What follows belongs to an exercise in optimizing a design on an open flow for small area, a short achievable clock period and few clock cycles; a production flow would make more cautious choices. Function was not checked in any run shown here: the RTL went through the layout flow alone. No activity file was given, so power comes from the tool's default toggle rates.

### design/flow/design.v
`timescale 1ns / 1ps
module Regs(
    input clk,
    input rst,
    input we,
    input [4:0] wa,
    input [31:0] wd,
    input [4:0] ra,
    input [4:0] rb,
    output [31:0] qa,
    output [31:0] qb
    );
    reg [31:1] v;
    wire [31:0] sela, selb;
    wire [1023:0] all;
    wire fwa = we & (wa == ra);
    wire fwb = we & (wa == rb);
    assign all[31:0] = wd;
    assign sela[0] = fwa;
    assign selb[0] = fwb;
    genvar i, b;
    generate
        for (i = 1; i < 32; i = i + 1) begin : r
            reg [31:0] d;
            always @(posedge clk)
                if (we && wa == i) d <= wd;
            assign all[32*i +: 32] = d;
            wire keep = v[i] & ~(we && wa == i);
            assign sela[i] = keep & (ra == i);
            assign selb[i] = keep & (rb == i);
        end
        for (b = 0; b < 32; b = b + 1) begin : bt
            wire [31:0] col;
            for (i = 0; i < 32; i = i + 1) begin : c
                assign col[i] = all[32*i + b];
            end
            RDSEL32 pa(.s(sela), .d(col), .q(qa[b]));
            RDSEL32 pb(.s(selb), .d(col), .q(qb[b]));
        end
    endgenerate
    always @(posedge clk or posedge rst)
        if (rst) v <= 31'h0;
        else if (we && wa != 5'd0) v[wa] <= 1'b1;
endmodule
module RDSEL32(input [31:0] s, input [31:0] d, output q);
    wire [10:0] n;
    genvar g;
    generate
        for (g = 0; g < 10; g = g + 1) begin : a
            AOI222 u(.a1(s[3*g+1]), .a2(d[3*g+1]), .b1(s[3*g+2]), .b2(d[3*g+2]),
                     .c1(s[3*g+3]), .c2(d[3*g+3]), .y(n[g]));
        end
    endgenerate
    AOI22 u10(.a1(s[31]), .a2(d[31]), .b1(s[0]), .b2(d[0]), .y(n[10]));
    NAND11OR m(.n(n), .q(q));
endmodule
module AOI222(input a1, a2, b1, b2, c1, c2, output y);
    assign y = ~((a1 & a2) | (b1 & b2) | (c1 & c2));
endmodule
module AOI22(input a1, a2, b1, b2, output y);
    assign y = ~((a1 & a2) | (b1 & b2));
endmodule
module NAND11OR(input [10:0] n, output q);
    assign q = ~(&n);
endmodule
`timescale 1ns / 1ps
module MultiCPU(
    input clk,
    input reset,
    input [31:0] Data_in,
    output mem_w,
    output [2:0] RAMCtrl,
    output [31:0] Data_out,
    output [31:0] Addr_out
    );
    reg [31:0] AR;       
    reg [31:0] FA;       
    reg        isdata;   
    reg        mw_r;
    reg [2:0]  rc_r;
    reg [31:0] IR, SK;
    reg [31:0] NPCD;     
    reg        IRV, SKV;
    reg        EV;
    reg [31:0] A, B, ALT;
    reg [31:0] DO;       
    reg        bypA, bypB, bypT;
    reg [4:0]  rdE;
    reg        weE, memE, stE, phE;
    reg [2:0]  modeE;
    reg        subE, sltuE, slE, sraE;
    reg [1:0]  lopE;
    reg [5:0]  rselE;
    reg        brE, predE, jrE, off1E;
    reg [1:0]  brkE;     
    reg [31:0] R;
    reg [4:0]  rdW;
    reg        weW;
    assign Addr_out = AR;
    assign mem_w    = mw_r;
    assign RAMCtrl  = rc_r;
    assign Data_out = DO;
    wire [31:0] ea = bypA ? R : A;
    wire [31:0] eb = bypB ? R : B;
    wire [31:0] res, sum;
    wire [31:0] bx = subE ? ~eb : eb;
    assign sum = ea + bx + {31'h0, subE};
    wire lt = (ea[31] ^ eb[31]) ? (sltuE ? eb[31] : ea[31]) : sum[31];
    reg [31:0] lres;
    always @(*)
        case (lopE)
            2'b00: lres = ea & eb;
            2'b01: lres = ea | eb;
            2'b10: lres = ea ^ eb;
            default: lres = ~(ea | eb);
        endcase
    function [31:0] rev(input [31:0] x);
        integer k;
        for (k = 0; k < 32; k = k + 1) rev[k] = x[31 - k];
    endfunction
    wire fill = sraE & ea[31];
    wire big = |eb[31:5];
    wire [31:0] s0 = slE ? rev(ea) : ea;
    wire [31:0] s1 = eb[0] ? {fill, s0[31:1]} : s0;
    wire [31:0] s2 = eb[1] ? {{2{fill}}, s1[31:2]} : s1;
    wire [31:0] s3 = eb[2] ? {{4{fill}}, s2[31:4]} : s2;
    wire [31:0] s4 = eb[3] ? {{8{fill}}, s3[31:8]} : s3;
    wire [31:0] s5 = eb[4] ? {{16{fill}}, s4[31:16]} : s4;
    wire [31:0] s6 = big ? {32{fill}} : s5;
    wire [31:0] shres = slE ? rev(s6) : s6;
    assign res = ({32{rselE[0]}} & sum)
               | ({32{rselE[1]}} & lres)
               | ({32{rselE[2]}} & {31'h0, lt})
               | ({32{rselE[3]}} & shres)
               | ({32{rselE[4]}} & eb)
               | ({32{rselE[5]}} & ALT)
               | ({32{memE}} & Data_in);
    wire eqAB = (A == B);
    wire eqRB = (R == B);
    wire eqAR = (A == R);
    wire eq = bypA ? (bypB | eqRB) : (bypB ? eqAR : eqAB);
    wire e_stall = EV & memE & ~phE;                  
    wire cond = brkE[1] ? ~ea[31] : (brkE[0] ? ~eq : eq);
    wire e_skip = EV & brE & ~predE & cond & off1E & IRV & ~pt(IR);
    wire e_redirect = EV & (jrE | (brE & (cond ^ predE) & ~e_skip));
    wire [31:0] e_target = jrE ? sum : ALT;
    wire e_wr = EV & weE & ~e_stall;                  
    wire [5:0] op = IR[31:26];
    wire [5:0] fn = IR[5:0];
    wire [4:0] rs = IR[25:21];
    wire [4:0] rt = IR[20:16];
    wire [4:0] rd = IR[15:11];
    wire [4:0] sa = IR[10:6];
    wire [15:0] imm = IR[15:0];
    wire [31:0] simm = {{16{imm[15]}}, imm};
    wire isR    = (op == 6'b000000);
    wire r_jr   = isR & (fn == 6'b001000);
    wire r_jalr = isR & (fn == 6'b001001);
    wire r_shi  = isR & (fn[5:2] == 4'b0000);         
    wire r_sh   = isR & (fn[5:3] == 3'b000);          
    wire r_log  = isR & (fn[5:2] == 4'b1001);
    wire r_slt  = isR & (fn[5:1] == 5'b10101);
    wire isImm  = (op[5:3] == 3'b001) & (op != 6'b001111);
    wire i_log  = isImm & op[2];
    wire i_slt  = isImm & (op[2:1] == 2'b01);
    wire isLui  = (op == 6'b001111);
    wire isLd   = (op[5:3] == 3'b100);
    wire isSt   = (op[5:3] == 3'b101);
    wire isMem  = op[5];
    wire isBeq  = (op == 6'b000100);
    wire isBne  = (op == 6'b000101);
    wire isBgez = (op == 6'b000001);
    wire isJ    = (op == 6'b000010);
    wire isJal  = (op == 6'b000011);
    wire isBr   = isBeq | isBne | isBgez;
    wire [4:0]  wa_d = r_jalr | isJal | isBgez ? 5'd31 : isR ? rd : rt;
    wire        we_d = (isR & ~r_jr) | isImm | isLui | isLd | isJal | isBgez;
    wire [31:0] qa, qb;
    Regs regs(.clk(clk), .rst(reset), .we(weW), .wa(rdW), .wd(R),
              .ra(rs), .rb(rt), .qa(qa), .qb(qb));
    wire [31:0] rsv = qa;
    wire [31:0] rtv = qb;
    wire [31:0] btarget = NPCD + {simm[30:0], 1'b0};
    wire d_pt = pt(IR);
    wire br_pt = isBr & (imm[15:7] == 9'h1ff);       
    wire d_adv = IRV & ~e_stall;
    wire d_jr  = (r_jr | r_jalr) & (rt == 5'd0) & ~(e_wr & (rdE == rs));
    wire d_jrr = d_adv & d_jr & ~e_redirect;
    wire b_rt = (isR & ~r_shi) | isBeq | isBne;
    wire [31:0] b_other = (isJal | isBgez) ? NPCD :
                          isLui ? {imm, 16'h0} :
                          r_shi ? {27'h0, sa} : simm;
    wire [31:0] b_d = b_rt ? rtv : b_other;
    wire [31:0] alt_d = isSt ? rtv : (isBr & ~br_pt) ? btarget : NPCD;
    wire [5:0] rsel_d;
    assign rsel_d[1] = r_log | i_log;
    assign rsel_d[2] = r_slt | i_slt;
    assign rsel_d[3] = r_sh;
    assign rsel_d[4] = isLui | isJal | isBgez;
    assign rsel_d[5] = r_jalr;
    assign rsel_d[0] = ~(rsel_d[1] | rsel_d[2] | rsel_d[3] | rsel_d[4] | rsel_d[5] | isMem);
    wire sub_d  = isR ? (fn[5] & fn[1]) : (op[5:1] == 5'b00101);
    wire [1:0] lop_d = isR ? fn[1:0] : op[1:0];
    wire sltu_d = isR ? fn[0] : op[0];
    wire [2:0] mode_d = op[2] ? {2'b10, op[0]} : op[1] ? {2'b00, ~op[0]} : {2'b11, op[0]};
    function pt(input [31:0] w);
        pt = ((w[31:26] == 6'b000100 || w[31:26] == 6'b000101 || w[31:26] == 6'b000001) &&
              w[15:7] == 9'h1ff)
           || w[31:27] == 5'b00001;
    endfunction
    wire [31:0] FA2 = FA + 32'd2;
    wire        fpt = pt(Data_in);
    wire [9:0]  flo = {1'b0, FA[8:1], 1'b1} + {1'b0, Data_in[7:0], 1'b1};
    wire [22:0] fhi_m = FA[31:9] - 23'd1;
    wire [31:0] ftarget = (Data_in[31:27] == 5'b00001) ? {FA2[31:27], Data_in[25:0], 1'b0} :
                          {flo[9] ? FA[31:9] : fhi_m, flo[8:1], 1'b0};
    wire full     = ~d_adv & IRV & SKV;
    wire room     = ~full & ~(d_adv & SKV & pt(SK)) & ~(~d_adv & IRV & ~SKV & d_pt);
    wire fetch_ok = ~isdata & ~e_redirect & ~d_jrr & room;
    wire [31:0] NPCD2 = NPCD + 32'd2;
    wire d_jra = d_adv & d_jr;
    wire fetch_ok0 = ~isdata & ~d_jra & room;
    wire sel_ft = fpt & fetch_ok0 & ~e_redirect;
    wire [31:0] f_other = d_jra ? rsv : fetch_ok0 ? FA2 : FA;
    wire [31:0] FA_next = sel_ft ? ftarget : e_redirect ? e_target : f_other;
    wire [31:0] AR_next = (sel_ft & ~e_stall) ? ftarget :
                          e_redirect ? e_target : e_stall ? sum : f_other;
    always @(posedge clk or posedge reset) begin
        if (reset) begin
            AR <= 32'h0;
            FA <= 32'h0;
            isdata <= 1'b0;
            mw_r <= 1'b0;
            rc_r <= 3'b000;
            IRV <= 1'b0;
            SKV <= 1'b0;
            EV <= 1'b0;
            phE <= 1'b0;
            weW <= 1'b0;
        end else begin
            AR <= AR_next;
            FA <= FA_next;
            isdata <= e_stall;
            mw_r <= e_stall & stE;
            rc_r <= e_stall ? modeE : 3'b000;
            if (e_redirect | d_jrr) begin
                IRV <= 1'b0;
                SKV <= 1'b0;
            end else if (d_adv) begin
                if (SKV) begin
                    IRV <= 1'b1;
                    SKV <= fetch_ok;
                end else begin
                    IRV <= fetch_ok;
                end
            end else if (!IRV) begin
                IRV <= fetch_ok;
            end else if (!SKV) begin
                SKV <= fetch_ok;
            end
            EV <= e_stall | (d_adv & ~e_redirect & ~e_skip);
            phE <= e_stall;
            weW <= e_wr;
        end
    end
    always @(posedge clk) begin
        if (d_adv) begin
            if (SKV) begin
                IR <= SK;
                NPCD <= NPCD2;
                SK <= Data_in;
            end else begin
                IR <= Data_in;
                NPCD <= FA2;
            end
        end else if (!IRV) begin
            IR <= Data_in;
            NPCD <= FA2;
        end else if (!SKV) begin
            SK <= Data_in;
        end
    end
    always @(posedge clk) begin
        A <= rsv;
        B <= b_d;
        bypA <= e_wr & (rdE == rs);
        bypB <= e_wr & (rdE == rt) & b_rt;
        R <= res;            
        DO <= bypT ? R : ALT;
        rdW <= rdE;
        if (!e_stall) begin
            ALT <= alt_d;
            bypT <= e_wr & (rdE == rt);
            rdE <= wa_d;
            weE <= we_d & (wa_d != 5'd0);
            memE <= isMem;
            stE <= isSt;
            modeE <= mode_d;
            subE <= sub_d;
            sltuE <= sltu_d;
            slE <= ~fn[1];
            sraE <= fn[0];
            lopE <= lop_d;
            rselE <= rsel_d;
            brE <= isBr;
            brkE <= {isBgez, isBne};
            predE <= br_pt;
            jrE <= (r_jr | r_jalr) & ~d_jr;
            off1E <= (imm == 16'h0001);
        end
    end
endmodule
### design/flow/constraint.sdc
create_clock -name core_clock -period 13.0 [get_ports {clk}]
set_input_delay 2.6000 -clock core_clock [delete_from_list [all_inputs] [get_ports {clk}]]
set_output_delay 2.6000 -clock core_clock [all_outputs]
set_load 0.01 [all_outputs]
### design/flow/config.mk
export PLATFORM = sky130hd
export DESIGN_NAME = MultiCPU
export DESIGN_NICKNAME = MultiCPU
export VERILOG_FILES = /design/flow/design.v
export SDC_FILE = /design/flow/constraint.sdc
export NUM_CORES = 8
export LEC_CHECK = 0
export CAP_MARGIN = 10
export CORE_MARGIN = 2
export CORE_UTILIZATION = 40
export SLEW_MARGIN = 10
export SYNTH_HIERARCHICAL = 1
export SYNTH_MINIMUM_KEEP_SIZE = 0
### design/flow/standard.sh
#!/bin/bash
# synth_recipe.tcl (not shown) runs the flow's synth.tcl, then flattens the netlist and writes it again
# the make line also repeats each setting of config.mk as NAME=value (left out here)
make -C /OpenROAD-flow-scripts/flow DESIGN_CONFIG=/design/flow/config.mk WORK_HOME=/design/flow/orfs CLKGATE_MAP_FILE= SYNTH_SCRIPT=/design/flow/synth_recipe.tcl "${@:-finish}"
### design/flow/flow/run.sh
#!/bin/bash
# Layout flow: the standard flow (standard.sh) with these changes to how the layout
# is made: timing repair aims at a larger setup slack than 0 (so it keeps shortening the
# critical paths), the port buffers are plain buffers instead of delay buffers, and clock
# tree synthesis adds no dummy loads and clusters more flip-flops per leaf buffer.
# The clock, its period and the I/O constraints are the design's, unchanged.
set -euo pipefail
bash standard.sh synth > synth.log 2>&1
bash standard.sh SETUP_SLACK_MARGIN=8.8 "BUFFER_PORTS_ARGS=-buffer_cell sky130_fd_sc_hd__buf_4" \
  "CTS_ARGS=-sink_clustering_enable -repair_clock_nets -dont_use_dummy_load -sink_clustering_size 24 -sink_clustering_max_diameter 120" \
  finish > layout.log 2>&1
==> metrics.csv, run 1 <==
metric,value,unit
cell count of the worst reg-to-reg path,14,
initial antenna violation count,35,
DR iter-0 viols,13200,
synth-to-layout area growth,14.1,%
DRT Pass-1 Iters,13,
mean post-synth cell area,12.6,µm²
TritonCTS buffer count,71,
register area,39900,µm²
Synth top area share,0.494,
hold path depth,1,
Simple-Gate Fraction of Synth Area,0.106,
Mapped Area,69800,µm²
root buf cell,clkbuf_16,
Residual DRC,0,
syn_nets,5750,
"top cells by area, synth","edfxtp_1, a222oi_1, dfxtp_1",
synth cell count leaders,"edfxtp_1, a222oi_1, nand2_1, nor2_1, o21ai_0",
R2R Setup Slk,8.32,ns
largest net degree at the start of global routing,92,
CP startpoint kind,input pin,
Post-synth EDFFs,1149,
Slew headroom,0.174,
first-pass GRT wire length,426000,µm
cell area power density,246,nW/µm²
Synth Warn #,8,
H-tree levels,3,
Synth Area in Adders,0.0279,
DRT antenna net count,0,
"Async S/R FF share, synth",0.0749,
Die Span X,422,µm
multi-input logic area,30600,µm²
Filler Cell Count,15600,
via-per-instance ratio,7.12,
CP max FO,5,
Highest Signal Layer,met5,
"Arr. time, crit path",5.58,ns
ys flop type,edfxtp_1,
Worst Setup End Kind,register,
Hold WC Path Type,reg2reg,
final hold viol count,0,
Lkg Pwr,27.4,nW
DP Wirelength,202000,µm
layout cells sized above 1,0.190,
Max stage delay on crit path,0.44,ns
Post-Synth XOR/XNOR Area,0.0363,
IO Port Bufs,101,
core area,174000,µm²
fin crit share,0.381,
cell count after synthesis,5562,
Tmin final,4.95,ns
crit path cell chain,buf_12 -> inv_12 -> ha_4 -> inv_2 -> fa_2 -> a21o_1 -> a21oi_2 -> o21bai_1 -> a2111o_1 -> a2111oi_4 -> nand2b_4 -> buf_12 -> o41ai_4 -> xor2_1 -> nor2_1 -> a31oi_1,
routability congestion estimate,0.996,
DR WL met3,42900,µm
nets@finish,6007,
fmax,0.202,GHz
slowest library cell on the worst path,a2111o_1,
Initial Utilization,0.402,
Clock Skews,0.134,ns
setup_tns,0,ns
CTS Buffer Depth,3,
drt wl/cell,38.9,µm
outcome,finished clean,
gr ovfl total,0,
Clock transition at path regs,0.09,ns
type of the worst setup path,in2reg,
vias,58200,
standard-cell row count,153,
total design power,19.6,mW
max cap viols,0,
hold buffer count at CTS,0,
final slew viol count,0,
Crit. path cell count,16,
sequential share of the synthesized area,0.570,
die area,178000,µm²
Die H,422,µm
Synth Register Bits,1388,
IO Count,102,
post-synthesis mux area share,0.0539,
RSZ-0062 raised after global routing,true,
clk sinks,1388,
met1 WL,113000,µm
met2 WL,136000,µm
most numerous cell on the critical path,buf_12,
compound-gate portion of the synthesized area,0.184,
Skew-Pair Late Insertion Delay,0.77,ns
CTS tree,built,
combinational family with the most area after synthesis,compound AO/OA/AOI/OAI gates,
final WL,317000,µm
Setup Viol. Count Final,0,
Worst Path Buf+Inv,4,
Worst Max-Slew Pin Slew,1.23,ns
Yosys cell types,104,
VDD IR-drop max,0.145,mV
GRT Overall Usage,0.340,
CP required,13.63,ns
vias in the first global route,52800,
"delay-heaviest family, CP",compound AO/OA/AOI/OAI gates,
Yosys top cell by area,edfxtp_1,
most frequent cell after synthesis,edfxtp_1,
==> metrics by stage <==
stage          hold slack [ns]  utilization  instance area [µm²]  worst slack, ns  std cells
2_1_floorplan            0.409            -                70400             7.60       5562
3_3_place_gp             0.432        0.430                74700             6.94       7926
3_5_place_dp             0.443        0.430                74700             6.94       7926
4_1_cts                  0.464        0.451                78300             8.06       8076
5_1_grt                  0.485        0.459                79600             7.92       8144
6_report                 0.460        0.459                79700             8.05       8164
==> sequential cells by signal, indices dropped and copies added, names as in the netlist, 5 cells and up <==
register,flops
SK,32
DO,32
R,32
regs.v,31
A,32
rselE,6
rdW,5
B,32
ALT,32
IR,32
rdE,5
FA,32
AR,32
NPCD,32
regs.r.d,992
==> timing repair <==
item,4_1_cts,5_1_grt
endpoints found under the setup margin,224,105
buffers inserted,62,57
resized for setup,255,150
pin swaps,79,56
gates cloned,17,9
==> where the power goes <==
part           total, mW  switching (mW)  internal (mW)
sequential          7.47            1.31           6.16
combinational       9.67            6.43           3.25
clock               2.43            1.45          0.980
total               19.6            9.18           10.4
==> per-module statistics from Yosys (local to each module, per instance), excerpt <==
module	cells inside	times used	cell area [µm²]	flip-flops and latches
Regs	1321	1	32600	1023
MultiCPU	3281	1	28500	365
NAND11OR	4	64	23.8	0
AOI22	1	64	12.5	0
AOI222	1	640	10.0	0
==> cell families after synthesis <==
| logic type | after synthesis |
|---|---|
| AOI/OAI and AO/OA | 1556 |
| and+or+nand+nor | 1493 |
| DFF | 1388 |
| buffers and inverters | 372 |
| muxes | 315 |
| xor gates and xnor gates | 284 |
| adders and majority gates | 154 |
==> layer usage <==
layer,global-route usage,vias up
li1,-,23500
met1,0.436,29000
met2,0.505,4731
met3,0.0954,883
met4,0.216,14
met5,0,-
==> placed cells by master (no fill, tap or decap), types with 23 or more instances in the layout <==
cell type	Yosys	layout
edfxtp_1	1149	1149
a222oi_1	671	671
nand2_1	401	391
nor2_1	331	318
buf_4	8	303
xnor2_1	205	193
o21ai_0	228	189
a21oi_1	206	185
nand4_1	166	166
ha_1	151	144
nand3_1	144	137
inv_1	138	131
mux2_2	129	127
mux2i_1	138	118
dfxtp_1	135	105
dfrtp_1	104	102
clkbuf_16	0	79
xor2_1	74	71
or3_1	91	69
o211ai_1	65	65
a22oi_2	64	64
nand2b_1	63	52
buf_6	9	44
nor3_1	93	40
a21o_1	39	39
o21ai_1	10	35
a211oi_1	35	33
nor3_2	5	30
buf_12	0	30
a221oi_1	32	29
mux4_2	29	29
nor3_4	0	28
and2_2	0	26
and3_1	26	23
nor4_1	41	23
a31o_1	23	23
==> path summary, 6_finish.rpt <==
| path | from | endpoint |
|---|---|---|
| worst max-delay path | Data_in[0] | AR[29] |
| worst min-delay path | modeE[1] | rc_r[1] |
| worst max register to register | rdW[3] | AR[25] |
| worst min register to register | modeE[1] | rc_r[1] |
| max in group asynchronous | reset | AR[21] |
| min in group asynchronous | reset | FA[0] |
==> cell type report <==
class / count / area share
Timing Repair Buffer: 403 / 0.0496
Clock buffer: 71 / 0.0223
Tap cell: 2325 / 0.0365
Inverter: 142 / 0.00696
Antenna cell: 22 / 0.000691
Sequential cell: 1388 / 0.500
Multi-Input combinational cell: 3813 / 0.383
==> run 2: changes to the inputs <==
--- a/design/flow/design.v
+++ b/design/flow/design.v
@@ -13,11 +13,9 @@
     reg [31:1] v;
     wire [31:0] sela, selb;
     wire [1023:0] all;
-    wire fwa = we & (wa == ra);
-    wire fwb = we & (wa == rb);
-    assign all[31:0] = wd;
-    assign sela[0] = fwa;
-    assign selb[0] = fwb;
+    assign all[31:0] = 32'h0;
+    assign sela[0] = 1'b0;
+    assign selb[0] = 1'b0;
     genvar i, b;
     generate
         for (i = 1; i < 32; i = i + 1) begin : r
@@ -25,9 +23,8 @@
             always @(posedge clk)
                 if (we && wa == i) d <= wd;
             assign all[32*i +: 32] = d;
-            wire keep = v[i] & ~(we && wa == i);
-            assign sela[i] = keep & (ra == i);
-            assign selb[i] = keep & (rb == i);
+            assign sela[i] = v[i] & (ra == i);
+            assign selb[i] = v[i] & (rb == i);
         end
         for (b = 0; b < 32; b = b + 1) begin : bt
             wire [31:0] col;
@@ -51,14 +48,14 @@
                      .c1(s[3*g+3]), .c2(d[3*g+3]), .y(n[g]));
         end
     endgenerate
-    AOI22 u10(.a1(s[31]), .a2(d[31]), .b1(s[0]), .b2(d[0]), .y(n[10]));
+    NAND2 u10(.a(s[31]), .b(d[31]), .y(n[10]));
     NAND11OR m(.n(n), .q(q));
 endmodule
 module AOI222(input a1, a2, b1, b2, c1, c2, output y);
     assign y = ~((a1 & a2) | (b1 & b2) | (c1 & c2));
 endmodule
-module AOI22(input a1, a2, b1, b2, output y);
-    assign y = ~((a1 & a2) | (b1 & b2));
+module NAND2(input a, b, output y);
+    assign y = ~(a & b);
 endmodule
 module NAND11OR(input [10:0] n, output q);
     assign q = ~(&n);
@@ -83,7 +80,6 @@
     reg        IRV, SKV;
     reg        EV;
     reg [31:0] A, B, ALT;
-    reg [31:0] DO;       
     reg        bypA, bypB, bypT;
     reg [4:0]  rdE;
     reg        weE, memE, stE, phE;
@@ -99,10 +95,11 @@
     assign Addr_out = AR;
     assign mem_w    = mw_r;
     assign RAMCtrl  = rc_r;
-    assign Data_out = DO;
+    assign Data_out = ALT;
     wire [31:0] ea = bypA ? R : A;
     wire [31:0] eb = bypB ? R : B;
     wire [31:0] res, sum;
+    wire eq;
     wire [31:0] bx = subE ? ~eb : eb;
     assign sum = ea + bx + {31'h0, subE};
     wire lt = (ea[31] ^ eb[31]) ? (sltuE ? eb[31] : ea[31]) : sum[31];
@@ -133,12 +130,8 @@
                | ({32{rselE[2]}} & {31'h0, lt})
                | ({32{rselE[3]}} & shres)
                | ({32{rselE[4]}} & eb)
-               | ({32{rselE[5]}} & ALT)
-               | ({32{memE}} & Data_in);
-    wire eqAB = (A == B);
-    wire eqRB = (R == B);
-    wire eqAR = (A == R);
-    wire eq = bypA ? (bypB | eqRB) : (bypB ? eqAR : eqAB);
+               | ({32{rselE[5]}} & ALT);
+    assign eq = (ea == eb);
     wire e_stall = EV & memE & ~phE;                  
     wire cond = brkE[1] ? ~ea[31] : (brkE[0] ? ~eq : eq);
     wire e_skip = EV & brE & ~predE & cond & off1E & IRV & ~pt(IR);
@@ -178,53 +171,52 @@
     wire [31:0] qa, qb;
     Regs regs(.clk(clk), .rst(reset), .we(weW), .wa(rdW), .wd(R),
               .ra(rs), .rb(rt), .qa(qa), .qb(qb));
-    wire [31:0] rsv = qa;
-    wire [31:0] rtv = qb;
+    wire [31:0] rsv = (weW && rdW == rs) ? R : qa;
+    wire [31:0] rtv = (weW && rdW == rt) ? R : qb;
     wire [31:0] btarget = NPCD + {simm[30:0], 1'b0};
     wire d_pt = pt(IR);
-    wire br_pt = isBr & (imm[15:7] == 9'h1ff);       
     wire d_adv = IRV & ~e_stall;
     wire d_jr  = (r_jr | r_jalr) & (rt == 5'd0) & ~(e_wr & (rdE == rs));
     wire d_jrr = d_adv & d_jr & ~e_redirect;
     wire b_rt = (isR & ~r_shi) | isBeq | isBne;
-    wire [31:0] b_other = (isJal | isBgez) ? NPCD :
-                          isLui ? {imm, 16'h0} :
-                          r_shi ? {27'h0, sa} : simm;
-    wire [31:0] b_d = b_rt ? rtv : b_other;
-    wire [31:0] alt_d = isSt ? rtv : (isBr & ~br_pt) ? btarget : NPCD;
+    wire [31:0] b_d = (isJal | isBgez) ? NPCD :
+                      isLui ? {imm, 16'h0} :
+                      r_shi ? {27'h0, sa} :
+                      b_rt ? rtv : simm;
+    wire [31:0] alt_d = isSt ? rtv : (isBr & ~imm[15]) ? btarget : NPCD;
     wire [5:0] rsel_d;
     assign rsel_d[1] = r_log | i_log;
     assign rsel_d[2] = r_slt | i_slt;
     assign rsel_d[3] = r_sh;
     assign rsel_d[4] = isLui | isJal | isBgez;
     assign rsel_d[5] = r_jalr;
-    assign rsel_d[0] = ~(rsel_d[1] | rsel_d[2] | rsel_d[3] | rsel_d[4] | rsel_d[5] | isMem);
+    assign rsel_d[0] = ~(rsel_d[1] | rsel_d[2] | rsel_d[3] | rsel_d[4] | rsel_d[5]);
     wire sub_d  = isR ? (fn[5] & fn[1]) : (op[5:1] == 5'b00101);
     wire [1:0] lop_d = isR ? fn[1:0] : op[1:0];
     wire sltu_d = isR ? fn[0] : op[0];
     wire [2:0] mode_d = op[2] ? {2'b10, op[0]} : op[1] ? {2'b00, ~op[0]} : {2'b11, op[0]};
     function pt(input [31:0] w);
-        pt = ((w[31:26] == 6'b000100 || w[31:26] == 6'b000101 || w[31:26] == 6'b000001) &&
-              w[15:7] == 9'h1ff)
+        pt = ((w[31:26] == 6'b000100 || w[31:26] == 6'b000101 || w[31:26] == 6'b000001) && w[15])
            || w[31:27] == 5'b00001;
     endfunction
     wire [31:0] FA2 = FA + 32'd2;
     wire        fpt = pt(Data_in);
-    wire [9:0]  flo = {1'b0, FA[8:1], 1'b1} + {1'b0, Data_in[7:0], 1'b1};
-    wire [22:0] fhi_m = FA[31:9] - 23'd1;
+    wire [17:0] flo = {1'b0, FA[16:1], 1'b1} + {1'b0, Data_in[15:0], 1'b1};
+    wire [14:0] fhi_p = FA[31:17] + 15'd1;
+    wire [14:0] fhi_m = FA[31:17] - 15'd1;
+    wire [14:0] fhi = flo[17] ? (Data_in[15] ? FA[31:17] : fhi_p) :
+                                (Data_in[15] ? fhi_m : FA[31:17]);
     wire [31:0] ftarget = (Data_in[31:27] == 5'b00001) ? {FA2[31:27], Data_in[25:0], 1'b0} :
-                          {flo[9] ? FA[31:9] : fhi_m, flo[8:1], 1'b0};
+                          {fhi, flo[16:1], 1'b0};
     wire full     = ~d_adv & IRV & SKV;
     wire room     = ~full & ~(d_adv & SKV & pt(SK)) & ~(~d_adv & IRV & ~SKV & d_pt);
     wire fetch_ok = ~isdata & ~e_redirect & ~d_jrr & room;
     wire [31:0] NPCD2 = NPCD + 32'd2;
-    wire d_jra = d_adv & d_jr;
-    wire fetch_ok0 = ~isdata & ~d_jra & room;
-    wire sel_ft = fpt & fetch_ok0 & ~e_redirect;
-    wire [31:0] f_other = d_jra ? rsv : fetch_ok0 ? FA2 : FA;
-    wire [31:0] FA_next = sel_ft ? ftarget : e_redirect ? e_target : f_other;
-    wire [31:0] AR_next = (sel_ft & ~e_stall) ? ftarget :
-                          e_redirect ? e_target : e_stall ? sum : f_other;
+    wire [31:0] FA_next = e_redirect ? e_target :
+                          d_jrr ? rsv :
+                          ~fetch_ok ? FA :
+                          fpt ? ftarget : FA2;
+    wire [31:0] AR_next = e_stall ? sum : FA_next;
     always @(posedge clk or posedge reset) begin
         if (reset) begin
             AR <= 32'h0;
@@ -285,8 +277,7 @@
         B <= b_d;
         bypA <= e_wr & (rdE == rs);
         bypB <= e_wr & (rdE == rt) & b_rt;
-        R <= res;            
-        DO <= bypT ? R : ALT;
+        R <= memE ? Data_in : res;
         rdW <= rdE;
         if (!e_stall) begin
             ALT <= alt_d;
@@ -304,9 +295,11 @@
             rselE <= rsel_d;
             brE <= isBr;
             brkE <= {isBgez, isBne};
-            predE <= br_pt;
+            predE <= imm[15];
             jrE <= (r_jr | r_jalr) & ~d_jr;
             off1E <= (imm == 16'h0001);
+        end else if (bypT) begin
+            ALT <= R;            
         end
     end
 endmodule
==> design/flow/flow/run.sh (replaced) <==
#!/bin/bash
# Layout flow: the standard flow (standard.sh) with three changes to how the layout
# is made: timing repair aims at a larger setup slack than 0 (so it keeps shortening the
# critical paths), the port buffers are plain buffers instead of delay buffers, and clock
# tree synthesis adds no dummy loads. The clock, its period and the I/O constraints are
# the design's, unchanged.
set -euo pipefail
bash standard.sh synth > synth.log 2>&1
bash standard.sh SETUP_SLACK_MARGIN=8.8 "BUFFER_PORTS_ARGS=-buffer_cell sky130_fd_sc_hd__buf_4" \
  "CTS_ARGS=-sink_clustering_enable -repair_clock_nets -dont_use_dummy_load -sink_clustering_size 14 -sink_clustering_max_diameter 60 -buf_list sky130_fd_sc_hd__clkbuf_8 -root_buf sky130_fd_sc_hd__clkbuf_16" finish > layout.log 2>&1
--- a/design/flow/config.mk
+++ b/design/flow/config.mk
@@ -5,9 +5,9 @@
 export SDC_FILE = /design/flow/constraint.sdc
 export NUM_CORES = 8
 export LEC_CHECK = 0
-export CAP_MARGIN = 10
+export CAP_MARGIN = 30
 export CORE_MARGIN = 2
 export CORE_UTILIZATION = 40
-export SLEW_MARGIN = 10
+export SLEW_MARGIN = 30
 export SYNTH_HIERARCHICAL = 1
 export SYNTH_MINIMUM_KEEP_SIZE = 0
==> run 2 against run 1 <==
Critical endpoint is now AR[28]. Highest routed layer unchanged. Still clean on timing, DRC and antenna. Die area shrank 2.9%. Critical path depth grew 1. First-iteration DRC count grew 1.1%. Wire length shrank 2.9%. Clock skew grew 0.030 ns. Clock power shrank 2%. Non-clock buffer count shrank 22. Core utilization shrank 0.57 points. Hold slack lost 0.0060 ns.
==> metrics.csv, run 2 <==
metric,value,unit,change
outcome,finished clean,,unchanged
TritonCTS buffer count,133,,was 71
hold buffer count at CTS,0,,unchanged
nets@finish,5996,,was 6007
final non-filler cell total,8043,,was 8164
DRT antenna net count,0,,unchanged
max cap viols,0,,unchanged
Die H,416,µm,was 422 µm
Place WS,6.92,ns,was 6.94 ns
routability congestion estimate,1.04,,was 0.996
most common library cell in the layout ignoring fill and taps,edfxtp_1,,unchanged
final WL,308000,µm,was 317000 µm
via-per-instance ratio,7.24,,was 7.12
most frequent cells in the layout,"edfxtp_1, a222oi_1, nand2_1",,unchanged
Clock transition at path regs,0.08,ns,was 0.09 ns
CTS tree,built,,unchanged
final slew viol count,0,,unchanged
Synth Warn #,8,,unchanged
Hold Crit Start,rdE[3],,was modeE[1]
"Arr. time, crit path",5.30,ns,was 5.58 ns
Biggest register,regs.r.d,,unchanged
first-pass GRT wire length,417000,µm,was 426000 µm
CP startpoint kind,input pin,,unchanged
CP required,13.74,ns,was 13.63 ns
Tmin final,4.56,ns,was 4.95 ns
max reg flops,992,,unchanged
standard-cell row count,151,,was 153
Skew-Pair Late Insertion Delay,0.84,ns,was 0.77 ns
Logic pwr share,0.495,,was 0.494
gr ovfl total,0,,unchanged
mean post-synth cell area,12.3,µm²,was 12.6 µm²
Filler Cell Count,15500,,was 15600
Setup Viol. Count Final,0,,unchanged
clock power share,0.126,,was 0.124
cell count after synthesis,5493,,was 5562
clk sinks,1356,,was 1388
syn_nets,5689,,was 5750
layout cells sized above 1,0.160,,was 0.190
type of the worst setup path,in2reg,,unchanged
cell count of the worst reg-to-reg path,15,,was 14
fmax,0.219,GHz,was 0.202 GHz
cell total after placement,7773,,was 7926
GRT Overall Usage,0.340,,about the same
core area,169000,µm²,was 174000 µm²
cell area power density,246,nW/µm²,about the same
Hold WC Path Type,reg2reg,,unchanged
RSZ-0062 raised after global routing,true,,unchanged
synth-to-layout area growth,12.9,%,was 14.1%
IO Port Bufs,101,,unchanged
H-tree levels,4,,was 3
die area,173000,µm²,was 178000 µm²
Residual DRC,0,,unchanged
Die Span X,416,µm,was 422 µm
vias,58200,,about the same
setup_tns,0,ns,unchanged
Mapped Area,67800,µm²,was 69800 µm²
Sw Share,0.467,,was 0.469
Reg2Reg Launch Point,bypB,,was rdW[3]
Worst Hold End,rdW[3],,was rc_r[1]
final hold viol count,0,,unchanged
VDD IR-drop max,0.132,mV,was 0.145 mV
vias in the first global route,53000,,was 52800
CTS Buffer Depth,3,,unchanged
Worst Max-Slew Pin Slew,1.12,ns,was 1.23 ns
initial antenna violation count,45,,was 35
DP Wirelength,197000,µm,was 202000 µm
Lkg Pwr,26.9,nW,was 27.4 nW
Worst Setup End Kind,register,,unchanged
drt wl/cell,38.3,µm,was 38.9 µm
setup ws final,8.44,ns,was 8.05 ns
CP max FO,3,,was 5
Layout Utilization,0.453,,was 0.459
Sequential Power Share,0.379,,was 0.382
hold path depth,0,,was 1
Clock Skews,0.164,ns,was 0.134 ns
DR iter-0 viols,13400,,was 13200
DRT Pass-1 Iters,13,,unchanged
NetSw,8.80,mW,was 9.18 mW
IO Count,102,,unchanged
fin crit share,0.351,,was 0.381
largest net degree at the start of global routing,69,,was 92
Slew headroom,0.248,,was 0.174
Reg-to-Reg End,AR[15],,was AR[25]
R2R Setup Slk,8.52,ns,was 8.32 ns
Initial Utilization,0.401,,was 0.402
root buf cell,clkbuf_16,,unchanged
internal power,10.1,mW,was 10.4 mW
run 2: worst max-delay path by stage:
stage | from | depth (start not counted) | endpoint
finish | Data_in[0] | 17 | AR[28]
global route | Data_in[0] | 17 | AR[30]
CTS | Data_in[0] | 17 | AR[25]
detailed placement | Data_in[0] | 15 | AR[23]
global placement | Data_in[0] | 15 | AR[23]
floorplan | Data_in[0] | 15 | AR[23]
run 2: per-stage QoR:
step / cell area (µm²) / power, mW / hold slack, ns
6_report: 76500 / 18.9 / 0.454
5_1_grt: 76500 / 19.4 / 0.478
4_1_cts: 75300 / 18.0 / 0.454
3_5_place_dp: 72100 / 15.3 / 0.433
3_3_place_gp: 72100 / 15.3 / 0.433
2_1_floorplan: 68000 / 11.6 / 0.407
run 2: area by class of cell:
class | instances | area [µm²] | area share
diodes | 27 | 67.6 | 0.000883
clock buffers | 133 | 1840 | 0.0241
inverters | 159 | 613 | 0.00801
multi-input cells | 3769 | 28600 | 0.374
flip-flops and latches | 1356 | 39200 | 0.512
well taps | 2218 | 2780 | 0.0363
repair buffers | 381 | 3440 | 0.0449
run 2: repair_timing:
| action | 4_1_cts | 5_1_grt |
|---|---|---|
| cloned | 5 | 6 |
| setup endpoints to repair | 117 | 92 |
| gates resized for setup | 147 | 161 |
| pin swaps | 41 | 54 |
| setup buffers | 57 | 42 |
run 2: metal layers:
metal	global-route usage	vias up	wire length, µm
met5	0	-	138
met4	0.189	22	21100
met3	0.102	919	45500
met2	0.493	4928	129000
met1	0.453	28900	113000
li1	-	23400	-
run 2: power groups by stage:
stage | Sequential [mW] | Combinational [mW] | Clock, mW
detailed placement | 7.28 | 8.01 | 0
global placement | 7.28 | 7.97 | 0
finish | 7.15 | 9.32 | 2.37
global route | 7.16 | 9.70 | 2.52
CTS | 7.09 | 8.57 | 2.37
floorplan | 6.81 | 4.79 | 0
run 2: critical path, cell delays in order:
cell and delay (ns):
buf_12 0.11, inv_12 0.04, ha_4 0.12, inv_2 0.04, fa_2 0.36, a211oi_4 0.25
o21ai_2 0.10, o2111ai_2 0.10, a22oi_2 0.16, buf_4 0.19, nor4b_4 0.30, a21oi_1 0.12
nor2_1 0.14, xor2_1 0.16, nand2_1 0.07, a31oi_1 0.26, o22a_1 0.17

## separate check: timing with driven ports
The results above use ideal ports. As a check the final layouts listed here were re-extracted and re-timed, cells and wires unchanged. Step 1 (the two cells are an assumption about what drives the block):
set clk [get_ports {clk}]
set_driving_cell -lib_cell sky130_fd_sc_hd__clkbuf_16 $clk
set_driving_cell -lib_cell sky130_fd_sc_hd__buf_2 [delete_from_list [all_inputs] $clk]
Step 2 moves the port delays by t, midway between the first and last clock arrival at a register: inputs arrive t later, outputs are due t later. That takes back most of the time a late clock gives input paths. a / b / c = no drivers / after step 1 / after step 2; a / b = the first two.
run	t, ns	setup WS [ns]	pins driven straight from the clock port
run 1	0.789	8.048 / 8.084 / 7.295	1
run 2	0.848	8.443 / 8.478 / 7.630	1
After both steps setup and hold are still met in every run listed. For run 2, which loses most, drivers alone change the setup slack by +0.035 ns; drivers and shift together by -0.813 ns.
